Context: an optimization exercise on an open-source flow, tuned for small area and a short achievable clock period. The choices shown serve that exercise and are no tape-out recipe. Function was checked by simulation only, so behaviour that the tests miss may differ from the original. No activity file was given, so power comes from the tool's default toggle rates.

## axis_Gauss_1x5
module axis_Gauss_1x5 (
  input  logic       s_axis_aclk,
  input  logic       s_axis_arstn,
  input  logic [7:0] s_axis_tdata,
  input  logic       s_axis_tvalid,
  input  logic       s_axis_tlast,
  output logic [7:0] m_axis_tdata,
  output logic       m_axis_tvalid,
  output logic       m_axis_tlast
);
logic [7:0]  d1, d2, d3, d4;
logic        v1, v2, l1, l2;
logic [13:0] cnt;
logic [9:0] b;
always_ff @(posedge s_axis_aclk) begin
  d1 <= s_axis_tdata;
  d2 <= d1;
  d3 <= d2;
  d4 <= d3;
  v1 <= s_axis_tvalid;
  v2 <= v1;
  l1 <= s_axis_tlast;
  l2 <= l1;
  b <= bnext;
end
wire [14:0] cc;
wire [13:0] cs;
wire cc_lo;
assign cc[0] = s_axis_tvalid;
gha cnt_ha0 (.a(cnt[0]), .b(cc[0]), .s(cs[0]), .co(cc[1]));
gha cnt_ha1 (.a(cnt[1]), .b(cc[1]), .s(cs[1]), .co(cc[2]));
gha cnt_ha2 (.a(cnt[2]), .b(cc[2]), .s(cs[2]), .co(cc[3]));
gha cnt_ha3 (.a(cnt[3]), .b(cc[3]), .s(cs[3]), .co(cc[4]));
gha cnt_ha4 (.a(cnt[4]), .b(cc[4]), .s(cs[4]), .co(cc[5]));
gha cnt_ha5 (.a(cnt[5]), .b(cc[5]), .s(cs[5]), .co(cc[6]));
gha cnt_ha6 (.a(cnt[6]), .b(cc[6]), .s(cs[6]), .co(cc_lo));
gha cnt_ha7 (.a(cnt[7]), .b(cc[7]), .s(cs[7]), .co(cc[8]));
gha cnt_ha8 (.a(cnt[8]), .b(cc[8]), .s(cs[8]), .co(cc[9]));
gha cnt_ha9 (.a(cnt[9]), .b(cc[9]), .s(cs[9]), .co(cc[10]));
gha cnt_ha10 (.a(cnt[10]), .b(cc[10]), .s(cs[10]), .co(cc[11]));
gha cnt_ha11 (.a(cnt[11]), .b(cc[11]), .s(cs[11]), .co(cc[12]));
gha cnt_ha12 (.a(cnt[12]), .b(cc[12]), .s(cs[12]), .co(cc[13]));
gha cnt_ha13 (.a(cnt[13]), .b(cc[13]), .s(cs[13]), .co(cc[14]));
assign cc[7] = s_axis_tvalid & (&cnt[6:0]);
always_ff @(posedge s_axis_aclk) begin
  if (!s_axis_arstn || s_axis_tlast)
  ...
export LEC_CHECK = 0
export CAP_MARGIN = 20
export CORE_MARGIN = 2
export CORE_UTILIZATION = 40
export SETUP_SLACK_MARGIN = 4.3
export SLEW_MARGIN = 20
export SYNTH_HIERARCHICAL = 1
export SYNTH_MINIMUM_KEEP_SIZE = 0
create_clock -name core_clock -period 8.0 [get_ports {s_axis_aclk}]
standard.sh (not shown) runs the stock make flow with config.mk's settings and CLKGATE_MAP_FILE= SYNTH_SCRIPT=/design/flow/synth_recipe.tcl, a recipe that flattens the netlist after the stock synthesis.
==> flow/flow/run.sh <==
#!/bin/bash
# Layout flow: the standard flow, with plain buffers on the ports and a clock
# tree of small buffers without dummy loads.
export BUFFER_PORTS_ARGS="-buffer_cell sky130_fd_sc_hd__buf_2"
export CTS_ARGS="-sink_clustering_enable -repair_clock_nets -dont_use_dummy_load -buf_list \"sky130_fd_sc_hd__clkbuf_4 sky130_fd_sc_hd__clkbuf_8\""
bash standard.sh > standard.log 2>&1
Then changed:
- CORE_UTILIZATION: 40 -> 30
- SETUP_SLACK_MARGIN: 4.3 -> 4.6
Effect: The changed run went through all stages and came out clean; synthesized cell count does not change; sequential power grows by about 1%; routed wire length grows by about 2.2%; cell count goes up by about 9%; area after synthesis does not change; fmax goes up by 5.1%; final area increases by about 3.4%; clock-buffer cell count does not change; worst hold slack got worse by 0.0092 ns.
Then changed:
- CORE_UTILIZATION: 30 -> 40
- SETUP_SLACK_MARGIN: 4.6 -> 4.75
What happened:
- combinational power climbs by about 20%
- worst hold slack is better by 0.0099 ns
- sequential power is about the same
- count of clock-buffer cells in the layout does not change
- clock skew barely changes
- global-route usage climbs by 3.8 points
Then changed:
- SETUP_SLACK_MARGIN: 4.75 -> 4.9
What happened: The new run ran to the end with no violations; total power stays flat; non-clock buffer count climbs by 1; cell count hardly moves; maximum frequency drops by 0.74%.

## build 67
axis_Gauss_1x5, a different RTL version from the one above (not shown whole).
Size: roughly 340 cells after synthesis, about 81 flip-flops, about 22 I/O pins.
// axis_Gauss_1x5
module axis_Gauss_1x5 (
  input  logic       s_axis_aclk,
  input  logic       s_axis_arstn,
  input  logic [7:0] s_axis_tdata,
  input  logic       s_axis_tvalid,
  input  logic       s_axis_tlast,
  output logic [7:0] m_axis_tdata,
  output logic       m_axis_tvalid,
  output logic       m_axis_tlast
);
Settings: LEC_CHECK=0, CAP_MARGIN=20, CORE_MARGIN=2, CORE_UTILIZATION=40, SETUP_SLACK_MARGIN=4.5, SLEW_MARGIN=20, SYNTH_HIERARCHICAL=1, SYNTH_MINIMUM_KEEP_SIZE=0; clock period 8.0 ns.
Scripts as last shown in full above: flow/flow/run.sh
Build 67 finished end to end and its layout was clean on timing, DRC and antenna.
### build 67 -> build 10
- a change of SETUP_SLACK_MARGIN from 4.5 to 4.6
==> comparison <==
Status: total length of routed wires parity (build 10, build 67). Cmp build 67 and build 10 / part of the total power dissipated in combinational logic / lower: build 10. ~same post-placement cell area in build 67 and build 10. In terms of part of the total power dissipated in sequential elements, build 10 and build 67 differ only marginally. From build 67 to build 10 the numbers moved as follows: cell count shows no meaningful change; worst-case hold slack shows no meaningful change; total routing usage reported by global routing shows a reduction of 0.35 points. From build 67 to build 10 the numbers moved as follows: fmax went up, length of routed met3 wiring went down, final worst setup slack went up.
#### Input delta (build 53 over build 10)
- PLACE_DENSITY: unset -> 0.45
Findings:
Post-route fraction of the period consumed by the critical path ended up 0.18 points lower on build 53 than on build 10.
Relative area change from synthesis to final layout in build 53 is 0.41 points higher than in build 10
| setup slack | build 53 vs build 10 | better |
Compared with build 10, build 53 ends up with a larger final cell area.
Flip-flop and latch share of the layout cell area essentially unchanged between build 10 and build 53.
Total vias in the final route sits higher in build 53 than in build 10.
Between build 53 and build 10, the total power density per cell area does not differ in any meaningful way.
The run showing the smaller global routing usage summed across all routing layers is build 10.
Build 10 -> build 53: non-filler instance count after layout delta 0, exact match
Build 53: final core utilization 0.17 points above build 10

separate check: timing with driven ports:
The results above use ideal ports. As a check the final layouts listed here were re-extracted and re-timed, cells and wires unchanged. Step 1: set_driving_cell puts a clkbuf_16 on s_axis_aclk and a buf_2 on each other input, an assumption about the parent block. Step 2 adds t to the input delays and takes it off the output delays; t is the mean of the earliest and latest rising clock arrival at the registers after step 1. Input paths then give back, and output paths get back, about the clock's delay inside the block. a / b / c = ideal ports / drivers / drivers and shift; a / b = the first two.
run	t (ns)	setup slack, ns	worst setup path at the end	pins driven straight from the clock port
the first run of note 1	0.381	4.390 / 4.387 / 4.006	input to register	1
the second run of note 1	0.387	4.565 / 4.530 / 4.222	input to register	1
the third run of note 1	0.384	4.605 / 4.569 / 4.226	input to register	1
the fourth run of note 1	0.373	4.579 / 4.553 / 4.217	input to register	1
build 67	0.382	4.533 / 4.501 / 4.255	input to register	1
build 10	0.368	4.612 / 4.582 / 4.283	input to register	1
build 53	0.368	4.626 / 4.593 / 4.278	input to register	1
After both steps every run listed still meets setup and hold. For the first run of note 1, which loses most, drivers alone change the setup slack by -0.003 ns; drivers and shift together by -0.384 ns.
